This design comes from an exercise in tuning for small area on the open sky130 flow, not from production work. Function was checked by simulation only, so behaviour that the tests miss may differ from the original. In this run the design's own scripts or RTL, not TritonCTS, make the clock network. No driver is modelled on the clock port, so clock power and skew are understated where the tree is cut down; a real chip needs a root buffer or a tree. Power figures rest on the tool's default switching activity, not on a simulated workload.

==> design.v <==
`timescale 1ns/1ps
`default_nettype none
module top_level (
    input  wire        clk_100mhz,
    input  wire        btnC,
    input  wire [15:0] sw,
    output logic       tft_sclk,
    output logic       tft_copi,
    output logic       tft_cs,
    output logic       tft_rs,
    output logic       tft_rst,
    output logic       tft_bl
);
    localparam logic [23:0] C_RST   = 24'h62fb86;
    localparam logic [23:0] C_INIT2 = 24'hfff586;
    localparam logic [23:0] C_RAMWR = 24'hffff86;
    logic rst;
    always_ff @(posedge clk_100mhz) rst <= btnC;
    logic [23:0] cnt;
    logic        act;      
    logic        dc;
    logic        rsth;
    logic [3:0]  pq;       
    wire [2:0]  dv = cnt[2:0];
    wire        hf = cnt[3];
    wire [2:0]  bi = cnt[6:4];
    wire [16:0] U  = cnt[23:7];
    wire run    = (dv <= 3'd4);
    wire s_done = (dv == 3'd5);
    wire s_send = (dv == 3'd6);
    wire initr  = U[16];
    logic [8:0] rom;
    always_comb begin
        case (U[4:0])
            5'd9: rom = 9'h001;
            5'd10: rom = 9'h011;
            5'd11: rom = 9'h03a;
            5'd12: rom = 9'h105;
            5'd13: rom = 9'h036;
            5'd14: rom = 9'h100;
            5'd15: rom = 9'h02a;
            5'd16: rom = 9'h100;
            5'd17: rom = 9'h100;
            5'd18: rom = 9'h100;
            5'd19: rom = 9'h17f;
            5'd20: rom = 9'h02b;
            5'd21: rom = 9'h100;
            5'd22: rom = 9'h100;
            5'd23: rom = 9'h100;
            5'd24: rom = 9'h19f;
            5'd25: rom = 9'h013;
            5'd26: rom = 9'h029;
            5'd27: rom = 9'h02c;
            5'd28: rom = 9'h000;
            5'd29: rom = 9'h000;
            5'd30: rom = 9'h000;
            5'd31: rom = 9'h02c;
            default: rom = 9'h000;
        endcase
    end
    wire [3:0] pos = {U[0], bi};
    wire [6:0] x = U[7:1];
    wire [7:0] y = U[15:8];
    wire ch_r = (pos <= 4'd4);
    wire ch_b = (pos >= 4'd11);
    wire ch_g = !ch_r && !ch_b;
    logic g;
    always_comb begin
        case (pos)
            4'd1, 4'd12: g = x[6];
            4'd2, 4'd13: g = x[5];
            4'd3, 4'd14: g = x[4];
            4'd4, 4'd15: g = x[3];
            4'd5: g = y[7];
            4'd6: g = y[6];
            4'd7: g = y[5];
            4'd8: g = y[4];
            4'd9: g = y[3];
            4'd10: g = y[2];
            default: g = 1'b0;
        endcase
    end
    wire bar_r = (x < 7'd43);
    wire bar_g = !bar_r && (x < 7'd86);
    wire bar_b = !bar_r && !bar_g;
    logic pbit;
    always_comb begin
        case (pq)
            4'h0: pbit = ch_r;
            4'h1: pbit = ch_g;
            4'h2: pbit = ch_b;
            4'h3: pbit = 1'b1;
            4'h4: pbit = x[4] ^ y[4];
            4'h5: pbit = ch_r & g;
            4'h6: pbit = ch_g & g;
            4'h7: pbit = ch_b & g;
            4'h8: pbit = (bar_r & ch_r) | (bar_g & ch_g) | (bar_b & ch_b);
            default: pbit = g;
        endcase
    end
    wire [7:0] rrev = {rom[0], rom[1], rom[2], rom[3], rom[4], rom[5], rom[6], rom[7]};
    wire rbit = rrev[bi];
    wire bit_o = initr ? rbit : pbit;
    wire m_rsthi = cnt[1] & cnt[2] & cnt[15] & cnt[16] & cnt[23];
    wire m_b01   = dc && !act && cnt[0] & cnt[2] & cnt[7] & cnt[10] & cnt[21] & cnt[23];
    wire m_b01e  = cnt[7] & cnt[8] & !cnt[22] & cnt[23];
    wire m_dlye  = !dc && !act && cnt[0] & cnt[2] & cnt[7] & cnt[13] & cnt[16] & cnt[17] & cnt[18] & cnt[20] & cnt[22] & !cnt[23];
    wire at_end  = dc && cnt[20] & !cnt[21] & cnt[22];
    wire e_redr  = !act && at_end && (sw[3:0] != pq);
    always_ff @(posedge clk_100mhz) begin
        if (rst) begin
            cnt  <= C_RST;
            act  <= 1'b0;
            dc   <= 1'b1;
            rsth <= 1'b0;
        end else begin
            if (m_rsthi) rsth <= 1'b1;
            if (m_dlye) cnt <= C_INIT2;
            else if (e_redr) cnt <= C_RAMWR;
            else if (at_end) ;
            else if (!act) cnt <= cnt + 1'b1;
            else begin
                if (dv == 3'd4) begin
                    cnt[3] <= !hf;
                    if (hf) begin
                        cnt[6:4] <= bi + 1'b1;
                        if (bi == 3'd7) begin
                            cnt[2:0] <= 3'd5;
                            cnt[23:7] <= U + 1'b1;
                        end else cnt[2:0] <= 3'd0;
                    end else cnt[2:0] <= 3'd0;
                end else cnt[2:0] <= dv + 1'b1;
            end
            if (m_b01 || m_dlye || e_redr) act <= 1'b1;
            else if (m_b01e || at_end) act <= 1'b0;
            if (act && s_send && initr) dc <= rom[8];
            else if (act && s_done && !initr) dc <= 1'b1;
        end
    end
    always_ff @(posedge clk_100mhz)
        if (!act || s_done || s_send) pq <= sw[3:0];
    assign tft_sclk = act && run && hf;
    assign tft_copi = act && run && bit_o;
    assign tft_cs   = !act || (s_send && initr);
    assign tft_rs   = dc;
    assign tft_rst  = rsth;
    assign tft_bl   = 1'b1;
endmodule
`default_nettype wire
==> flow/run.sh <==
#!/bin/bash
# Standard ORFS flow with three changes: synthesis maps with an area-oriented
# ABC script (flow/abc_area.script) and skips the adder extraction; the port
# buffers are buf_1; clock tree synthesis is one clock buffer (flow/onebuf.tcl).
set -euo pipefail
CLKBUF=sky130_fd_sc_hd__clkbuf_16
rm -rf scripts_own
cp -r "$FLOW_HOME/scripts" scripts_own
cp flow/abc_area.script scripts_own/abc_speed.script
sed -i "s#^log_cmd clock_tree_synthesis .*#source $PWD/flow/onebuf.tcl\none_clock_buffer $CLKBUF\nset_propagated_clock [all_clocks]#" scripts_own/cts.tcl
grep -q one_clock_buffer scripts_own/cts.tcl
bash standard.sh SCRIPTS_DIR="$PWD/scripts_own" ADDER_MAP_FILE= \
    BUFFER_PORTS_ARGS="-buffer_cell sky130_fd_sc_hd__buf_1" finish > flow_make.log 2>&1
==> flow/abc_area.script <==
strash
&get -n
&deepsyn -T 60
&dch -f
&nf -R 1000
&put
strash
&get -n
&dch -f
&nf -R 1000
&put
==> flow/onebuf.tcl <==
# Clock tree of one buffer: the clock port drives one clock buffer placed at
# the centre of the flip-flops, and that buffer drives every clock pin.
proc one_clock_buffer { cell } {
  set block [ord::get_db_block]
  set net [[$block findBTerm clk_100mhz] getNet]
  set master [[ord::get_db] findMaster $cell]
  set inst [odb::dbInst_create $block $master clkbuf_root]
  set onet [odb::dbNet_create $block clknet_root]
  $onet setSigType CLOCK
  set sx 0
  set sy 0
  set n 0
  foreach it [$net getITerms] {
    set loc [[$it getInst] getLocation]
    set sx [expr { $sx + [lindex $loc 0] }]
    set sy [expr { $sy + [lindex $loc 1] }]
    incr n
    $it disconnect
    $it connect $onet
  }
  [$inst findITerm A] connect $net
  [$inst findITerm X] connect $onet
  $inst setLocation [expr { $sx / $n }] [expr { $sy / $n }]
  $inst setPlacementStatus PLACED
  puts "one_clock_buffer: $cell drives $n clock pins"
}
==> standard.sh <==
#!/bin/bash
# synth_recipe.tcl (not shown) runs the flow's synth.tcl, then flattens the netlist and writes it again
# the make line also repeats each setting of config.mk as NAME=value (left out here)
make -C /OpenROAD-flow-scripts/flow DESIGN_CONFIG=/design/flow/config.mk WORK_HOME=/design/flow/orfs CLKGATE_MAP_FILE= SYNTH_SCRIPT=/design/flow/synth_recipe.tcl "${@:-finish}"
==> config.mk <==
export PLATFORM = sky130hd
export DESIGN_NAME = top_level
export DESIGN_NICKNAME = top_level
export VERILOG_FILES = /design/flow/design.v
export SDC_FILE = /design/flow/constraint.sdc
export NUM_CORES = 4
export LEC_CHECK = 0
export CAP_MARGIN = 20
export CORE_MARGIN = 2
export CORE_UTILIZATION = 40
export CTS_BUF_LIST = sky130_fd_sc_hd__clkbuf_8
export CTS_CLUSTER_DIAMETER = 500
export CTS_CLUSTER_SIZE = 40
export SLEW_MARGIN = 20
==> constraint.sdc <==
create_clock -name core_clock -period 10.0 [get_ports {clk_100mhz}]
set_input_delay 2.0000 -clock core_clock [delete_from_list [all_inputs] [get_ports {clk_100mhz}]]
set_output_delay 2.0000 -clock core_clock [all_outputs]
set_load 0.01 [all_outputs]
==> summary.txt <==
## path summary, 6_finish.rpt
| check | start | end | slack (ns) | cells past startpoint |
|---|---|---|---|---|
| min reg2reg | rsth | rsth | 0.51 | 2 |
| max | cnt[7] | tft_copi | 5.78 | 10 |
| min | rsth | rsth | 0.51 | 2 |
| max reg2reg | cnt[1] | cnt[23] | 6.06 | 16 |
## metrics by stage
stage | std cells | setup WS (ns) | power (mW)
6_report | 287 | 5.777 | 0.2217
3_5_place_dp | 286 | 5.965 | 0.1724
4_1_cts | 287 | 5.744 | 0.2240
3_3_place_gp | 286 | 5.948 | 0.1724
2_1_floorplan | 224 | 6.306 | 0.1653
5_1_grt | 287 | 5.400 | 0.2326
## registers in the layout (all words and copies together), names as in the netlist
name and flops:
rst 1, rsth 1, dc 1, cnt 24, act 1, pq 4
## logic make-up (layout without fill, tap and decap cells)
logic type / after synthesis / in the layout / share of synthesized area
AOI/OAI and AO/OA: 69 / 69 / 0.2480
xor gates and xnor gates: 15 / 15 / 0.07484
buffers and inverters: 4 / 15 / 0.01069
DFF: 32 / 32 / 0.3877
muxes: 1 / 1 / 0.005702
other: 1 / 1 / 0.002136
and+or+nand+nor: 102 / 102 / 0.2709
## metal layers
| layer | share of wire | GRT usage | vias to the layer above |
|---|---|---|---|
| li1 | - | - | 849 |
| met1 | 0.51 | 0.2609 | 778 |
| met2 | 0.44 | 0.2673 | 45 |
| met3 | 0.038 | 0.005772 | 5 |
| met4 | 0.016 | 0.02137 | 0 |
| met5 | 0 | 0 | - |
## critical path: cells and delay by family (launching register included)
kind,cells,cell delay [ns]
and+or+nand+nor,3,0.46
AOI/OAI and AO/OA,6,0.76
buffers and inverters,1,0.18
DFF,1,0.66
## placed cells by master (no fill, tap or decap), types with 3 or more instances in the layout
| master | synthesis | layout |
|---|---|---|
| buf_1 | 0 | 10 |
| and3_1 | 7 | 7 |
| nand2_1 | 29 | 29 |
| a22oi_1 | 6 | 6 |
| xor2_1 | 8 | 8 |
| edfxtp_1 | 4 | 4 |
| xnor2_1 | 7 | 7 |
| o22ai_1 | 4 | 4 |
| clkinv_1 | 3 | 3 |
| a31oi_1 | 4 | 4 |
| dfxtp_1 | 28 | 28 |
| o31ai_1 | 3 | 3 |
| a21oi_1 | 22 | 22 |
| nor3_1 | 9 | 9 |
| and2_0 | 6 | 6 |
| nor2_1 | 30 | 30 |
| nand3_1 | 10 | 10 |
| o21ai_0 | 13 | 13 |
| a21o_1 | 4 | 4 |
## layout make-up
| cell class | instances | area, sq um | area share |
|---|---|---|---|
| multi-input cells | 188 | 1056 | 0.5608 |
| flip-flops and latches | 32 | 680.7 | 0.3615 |
| well taps | 52 | 65.06 | 0.03455 |
| repair buffers | 11 | 45.04 | 0.02392 |
| plain buffers | 1 | 25.02 | 0.01329 |
| inverters | 3 | 11.26 | 0.005980 |
## power breakdown
part / switching (mW) / internal [mW] / leakage, nW / total [mW]
Combinational: 0.0155 / 0.0104 / 0.408 / 0.0260
Clock: 0.0331 / 0.0188 / 0.0123 / 0.0519
Sequential: 0.00829 / 0.136 / 0.270 / 0.144
Total: 0.0569 / 0.165 / 0.690 / 0.222
==> flow_metrics.tcl <==
set metrics [dict create \
    avgSynthCellArea_sq_um 7.837 \
    antenna_found_initial 0 \
    worst_path_max_delay_cell "dfxtp_1" \
    start_util 0.4088 \
    slew_headroom 0.5685 \
    worst-slew-pin-transition_ns 0.6424 \
    clkSlewWorstSetupHoldPaths_ns 0.12 \
    final_nets 255 \
    fin_tns_setup_ns 0 \
    drtIter0Drc 179 \
    setup_violations 0 \
    clkLatencyLatePin_ns 0.18 \
    syn-num-nets 242 \
    critPathArrivalTime_ns 2.22 \
    cpMostUsedCell "o22ai_1" \
    syn2layout_area_growth_pct 7.270 \
    holdCritPathClass "flop to flop" \
    synth_cell_types 39 \
    fillers 442 \
    slew_violations 0 \
    track_usage 0.1683 \
    std_cell_rows 24 \
    grt_max_degree 33 \
    grt_first_pass_wirelength_um 6955 \
    cp-end-kind "primary output" \
    die_h_um 70.25 \
    die_x_um 70.25 \
    dieArea_sq_um 4934 \
    ant_nets 0 \
    vias 1677 \
    place.port_buffers 10 \
    finalCritPeriodShare 0.4223 \
    dp_hpwl_um 3034 \
    whs_ns 0.5070 \
    ir_drop_mv 0.08939 \
    final_area_sq_um 1883 \
    post_cts_buffers 0 \
    grt_pass1_vias 1442 \
    outcome "no timing/DRC/antenna violations" \
    synthTopCellsByCount "nor2_1, nand2_1, dfxtp_1" \
    critical_path_required_ns 8.00 \
    synth_edf_count 4 \
    insertedDiodeCount 0 \
    hold_buffers 0 \
    power.density_nw_per_um2 117.7 \
    via_per_inst 5.843 \
    worstSetupPathType "flop to primary output" \
    place_congestion 0.8123 \
    p_leak_nw 0.6904 \
    syn-cell-area_sq_um 1755 \
    timing.fmax_mhz 236.8 \
    grt_overflow 0 \
    synthTopCellsByArea "dfxtp_1, edfxtp_1, nor2_1" \
    ys_dominant_reg_cell "dfxtp_1" \
    startpoint_type "flop" \
    max-cap-violations 0 \
    synth.most_common_cell "nor2_1" \
    io_pins 24 \
    slowest_delay_ns 0.66 \
    first_pass_iters 4 \
    wire_per_inst_um 14.40 \
    cp_max_fo 15 \
    yosysSeqAreaShare 0.3877 \
    route.detailed.drc 0 \
    postLayoutCoreUtil 0.4385 \
    synthArstFlopShare 0 \
    hold_violations 0 \
    post_cts_resized 0 \
    cp_cell_sequence "and2_0 -> a31oi_1 -> nor2_1 -> o22ai_1 -> a22oi_1 -> o21ai_0 -> o22ai_1 -> nand3_1 -> a21boi_0 -> buf_1" \
    fin_crit_ns 4.223 \
    synth_top_area_cell "dfxtp_1" \
    drive_gt1_frac 0.008511 \
    synth_warnings 1 \
    wirelength_um 4134 \
    finClkSkew_ns 0.006630 \
    core_area_sq_um 4294 \
    rsz0062_at_grt "no" \
    synth_top_area_share 0.3193 \
    syn_inst 224 \
    synth_seq_cells 32 \
    postPlaceCellArea_sq_um 1858 \
]

==> re-timing with driven ports <==
How much do the figures lean on ideal ports? The routed layout below was timed once more, with nothing changed but the port constraints. Step 1, drivers: a clkbuf_16 drives clk_100mhz and a buf_2 each remaining input, both assumed. Step 2 moves the port delays by t, midway between the first and last clock arrival at a register: inputs arrive t later, outputs are due t later. That takes back most of the time a late clock gives input paths. Three values: ideal, step 1, step 2; two values: the first two.
shift t [ns]: 0.207
setup WS [ns]: 5.777 / 5.745 / 5.952
worst setup path at the end: register to output
pins driven straight from the clock port: 1
After both steps setup and hold are still met in this run. For this run, drivers alone change the setup slack by -0.032 ns; drivers and shift together by +0.175 ns.
